Background: an optimization exercise with open tools, aiming at small area and a short achievable clock period. Do not read the settings as production practice.
At most, simulation tests tie the RTL to the original design; equivalence was not proved.
No activity file was given, so power comes from the tool's default toggle rates.

==> flow/design.v (excerpt) <==
module float_addsub(
	input wire clk,
	input wire [31:0] v1,
	input wire [31:0] v2,
	input wire op,
	output wire [31:0] vres
);
For scale: roughly 330 flip-flops, roughly 98 I/O pins.
==> module float_addsub, before the edit <==
module float_addsub(
	input wire clk,
	input wire [31:0] v1,
	input wire [31:0] v2,
	input wire op,
	output wire [31:0] vres
);
	wire        s1 = v1[31];
	wire        s2 = v2[31] ^ op;
	wire [7:0]  e1 = v1[30:23];
	wire [7:0]  e2 = v2[30:23];
	wire        sub = s1 ^ s2;
	wire [30:0] bg = v1[30:0] & ~v2[30:0];
	wire [30:0] be = ~(v1[30:0] ^ v2[30:0]);
	function automatic [1:0] cmpc(input [1:0] hi, input [1:0] lo);  
		cmpc = {hi[1] | (hi[0] & lo[1]), hi[0] & lo[0]};
	endfunction
	function automatic [1:0] cmp8(input [7:0] g, input [7:0] e);
		reg [1:0] a0, a1, a2, a3, b0, b1;
		begin
			a0 = cmpc({g[1], e[1]}, {g[0], e[0]});
			a1 = cmpc({g[3], e[3]}, {g[2], e[2]});
			a2 = cmpc({g[5], e[5]}, {g[4], e[4]});
			a3 = cmpc({g[7], e[7]}, {g[6], e[6]});
			b0 = cmpc(a1, a0);
			b1 = cmpc(a3, a2);
			cmp8 = cmpc(b1, b0);
		end
	endfunction
	wire [1:0] ce  = cmp8(bg[30:23], be[30:23]);
	wire [1:0] cf2 = cmp8(bg[22:15], be[22:15]);
	wire [1:0] cf1 = cmp8(bg[14:7], be[14:7]);
	wire [1:0] cf0 = cmp8({bg[6:0], 1'b0}, {be[6:0], 1'b1});
	wire [1:0] cf  = cmpc(cf2, cmpc(cf1, cf0));
	wire        gt = ce[1] | (ce[0] & cf[1]);    
	wire        eq = ce[0] & cf[0];
	wire [7:0]  d12;
	wire        c12;
	ks_add #(8, 3) ad12(.a(e1), .b(~e2), .cin(1'b1), .s(d12), .cout(c12));
	wire        ez = (e1 == 8'd0) | (e2 == 8'd0);      
	reg         r1_s1, r1_eqs, r1_sub, r1_gt, r1_ez;
	reg  [7:0]  r1_e;
	reg  [22:0] r1_f1, r1_f2;
	reg  [7:0]  r1_d12;
	reg         r1_c12;
	always @(posedge clk) begin
		r1_s1   <= s1;
		r1_eqs  <= eq & sub;                
		r1_sub  <= sub;
		r1_gt   <= gt;
		r1_e    <= ce[1] ? e1 : e2;
		r1_f1   <= v1[22:0];
		r1_f2   <= v2[22:0];
		r1_ez   <= ez;
		r1_d12  <= d12;                     
		r1_c12  <= c12;                     
	end
	wire        neg = ~r1_c12;
	wire [7:0]  d;
	genvar k;
	assign d[0] = r1_d12[0];
	generate
		for (k = 1; k < 8; k = k + 1) begin : absd
			assign d[k] = r1_d12[k] ^ (neg & (r1_d12[k-1:0] != 0));
		end
	endgenerate
	wire        far = r1_ez | (d[7:5] != 3'd0) | (d[4:3] == 2'b11);
	wire        bz = r1_ez & (r1_d12 == 8'd0);         
	wire [22:0] fb = r1_gt ? r1_f1 : r1_f2;
	wire [23:0] x0 = {1'b1, r1_gt ? r1_f2 : r1_f1};
	wire [23:0] x1 = d[0] ? {1'b0, x0[23:1]} : x0;
	wire [23:0] x2 = d[1] ? {2'b0, x1[23:2]} : x1;
	reg         r2_s, r2_sub, r2_hb;
	reg  [7:0]  r2_e;
	reg  [22:0] r2_fb;
	reg  [23:0] r2_x;
	reg  [2:0]  r2_sh;
	always @(posedge clk) begin
		r2_s    <= (r1_gt ? r1_s1 : r1_s1 ^ r1_sub) & ~r1_eqs;
		r2_sub  <= r1_sub;
		r2_hb   <= ~bz;                          
		r2_e    <= r1_e + 8'd1;
		r2_fb   <= fb & {23{~bz}};
		r2_x    <= x2 & {24{~far}};
		r2_sh   <= d[4:2];
	end
	wire [23:0] x3 = r2_sh[0] ? {4'b0, r2_x[23:4]} : r2_x;
	wire [23:0] x4 = r2_sh[1] ? {8'b0, x3[23:8]} : x3;
	wire [23:0] x5 = r2_sh[2] ? {16'b0, x4[23:16]} : x4;
	wire [24:0] opa = {1'b0, r2_hb, r2_fb};
	wire [24:0] opb = {r2_sub, x5 ^ {24{r2_sub}}};
	wire [24:0] gen = {opa[24:1] & opb[24:1], (opa[0] & opb[0]) | ((opa[0] ^ opb[0]) & r2_sub)};
	wire [24:0] pro = opa ^ opb;
	reg         r3_s, r3_cin;
	reg  [7:0]  r3_e;
	reg  [24:0] r3_g, r3_p;
	always @(posedge clk) begin
		r3_s    <= r2_s;
		r3_cin  <= r2_sub;
		r3_e    <= r2_e;
		r3_g    <= gen;
		r3_p    <= pro;
	end
	wire [24:0] sum;
	ks_sum #(25, 5) addm(.g(r3_g), .p(r3_p), .cin(r3_cin), .s(sum));
	reg         r4_s;
	reg  [7:0]  r4_e;
	reg  [24:0] r4_r;
	always @(posedge clk) begin
		r4_s    <= r3_s;
		r4_e    <= r3_e;
		r4_r    <= sum;
	end
	wire [4:0] lz;
	lzc25 lzm(.v(r4_r), .n(lz));
	reg         r5_s;
	reg  [7:0]  r5_e;
	reg  [24:0] r5_r;
	reg  [4:0]  r5_lz;
	always @(posedge clk) begin
		r5_s    <= r4_s;
		r5_e    <= r4_e;
		r5_r    <= r4_r;
		r5_lz   <= lz;
	end
	wire [24:0] n0 = r5_lz[4] ? {r5_r[8:0], 16'b0} : r5_r;
	wire [24:0] n1 = r5_lz[3] ? {n0[16:0], 8'b0} : n0;
	wire [24:0] n2 = r5_lz[2] ? {n1[20:0], 4'b0} : n1;
	wire [24:0] n3 = r5_lz[1] ? {n2[22:0], 2'b0} : n2;
	wire [24:0] n4 = r5_lz[0] ? {n3[23:0], 1'b0} : n3;
	reg         r6_s;
	reg  [7:0]  r6_e;
	reg  [4:0]  r6_lz;
	reg  [22:0] r6_f;
	always @(posedge clk) begin
		r6_s    <= r5_s;
		r6_e    <= r5_e;
		r6_lz   <= r5_lz;
		r6_f    <= n4[23:1];
	end
	wire [7:0]  ne = (r6_lz == 5'd25) ? 8'd0 : r6_e - {3'b0, r6_lz};
	reg  [31:0] r7;
	always @(posedge clk) begin
		r7 <= {r6_s, ne, r6_f};
	end
	assign vres = r7;
endmodule
==> flow/config.mk <==
export PLATFORM = sky130hd
export DESIGN_NAME = float_addsub
export DESIGN_NICKNAME = float_addsub
export VERILOG_FILES = /design/flow/design.v
export SDC_FILE = /design/flow/constraint.sdc
export NUM_CORES = 4
export LEC_CHECK = 0
export CAP_MARGIN = 20
export CORE_MARGIN = 2
export CORE_UTILIZATION = 60
export CTS_BUF_LIST = sky130_fd_sc_hd__clkbuf_16
export CTS_CLUSTER_DIAMETER = 100
export CTS_CLUSTER_SIZE = 30
export SETUP_SLACK_MARGIN = 1.95
export SLEW_MARGIN = 20
==> flow/constraint.sdc <==
create_clock -name core_clock -period 4.0 [get_ports {clk}]
set_input_delay 0.8000 -clock core_clock [delete_from_list [all_inputs] [get_ports {clk}]]
set_output_delay 0.8000 -clock core_clock [all_outputs]
set_load 0.01 [all_outputs]
standard.sh (not shown) runs the stock make flow with config.mk's settings and CLKGATE_MAP_FILE= SYNTH_SCRIPT=/design/flow/synth_recipe.tcl, a recipe that flattens the netlist after the stock synthesis.
==> flow/flow/run.sh <==
#!/bin/bash
set -euo pipefail
export BUFFER_PORTS_ARGS="-buffer_cell sky130_fd_sc_hd__buf_1"
bash standard.sh > standard_flow.log 2>&1
The first run produced a clean layout.
==> next run, changes <==
--- a/flow/design.v
+++ b/flow/design.v
@@ -133,7 +133,7 @@
 	wire        c12;
 	ks_add #(8, 3) ad12(.a(e1), .b(~e2), .cin(1'b1), .s(d12), .cout(c12));
 	wire        ez = (e1 == 8'd0) | (e2 == 8'd0);      
-	reg         r1_s1, r1_eqs, r1_sub, r1_gt, r1_ez;
+	reg         r1_s1, r1_eqs, r1_sub, r1_gt, r1_gtn, r1_ez;
 	reg  [7:0]  r1_e;
 	reg  [22:0] r1_f1, r1_f2;
 	reg  [7:0]  r1_d12;
@@ -142,7 +142,8 @@
 		r1_s1   <= s1;
 		r1_eqs  <= eq & sub;                
 		r1_sub  <= sub;
-		r1_gt   <= gt;
+		r1_gt   <= gt;                      
+		r1_gtn  <= ~gt;                     
 		r1_e    <= ce[1] ? e1 : e2;
 		r1_f1   <= v1[22:0];
 		r1_f2   <= v2[22:0];
@@ -162,7 +163,7 @@
 	wire        far = r1_ez | (d[7:5] != 3'd0) | (d[4:3] == 2'b11);
 	wire        bz = r1_ez & (r1_d12 == 8'd0);         
 	wire [22:0] fb = r1_gt ? r1_f1 : r1_f2;
-	wire [23:0] x0 = {1'b1, r1_gt ? r1_f2 : r1_f1};
+	wire [23:0] x0 = {1'b1, r1_gtn ? r1_f1 : r1_f2};
 	wire [23:0] x1 = d[0] ? {1'b0, x0[23:1]} : x0;
 	wire [23:0] x2 = d[1] ? {2'b0, x1[23:2]} : x1;
 	reg         r2_s, r2_sub, r2_hb;
Result:
- count of clock-buffer cells in the layout does not change
- maximum frequency went up slightly
- cell count went up slightly
- total power went down slightly
- final area went up slightly
- worst setup slack gains 38 ps
- critical path depth went up by 1
- area after synthesis went up slightly
- wire length went down by a few percent
- clock power stays flat
- sequential power barely changes
- worst hold slack hardly moves
- die area went up slightly
Only the layout flow was run in the first run of this note; the RTL was not checked for function there.

[afterwards: timing with drivers on the ports]
No port has a modelled driver above. Below, the same layouts with a new extraction and two added sets of constraints.
Step 1 (the two cells are an assumption about what drives the block):
set clk [get_ports {clk}]
set_driving_cell -lib_cell sky130_fd_sc_hd__clkbuf_16 $clk
set_driving_cell -lib_cell sky130_fd_sc_hd__buf_2 [delete_from_list [all_inputs] $clk]
Step 2 moves the port delays by t, midway between the first and last clock arrival at a register: inputs arrive t later, outputs are due t later. That takes back most of the time a late clock gives input paths.
Three values: ideal, step 1, step 2; two values: the first two.
run	t, ns	setup WS [ns]	worst register clock-pin slew, ns	pins driven straight from the clock port
the first run	0.528	1.994 / 1.994 / 1.515	0.11 / 0.11	1
the second run	0.532	2.032 / 2.032 / 1.530	0.11 / 0.11	1
After both steps setup and hold are still met in every run listed. For the second run, which loses most, drivers alone change the setup slack by 0.000 ns; drivers and shift together by -0.502 ns.
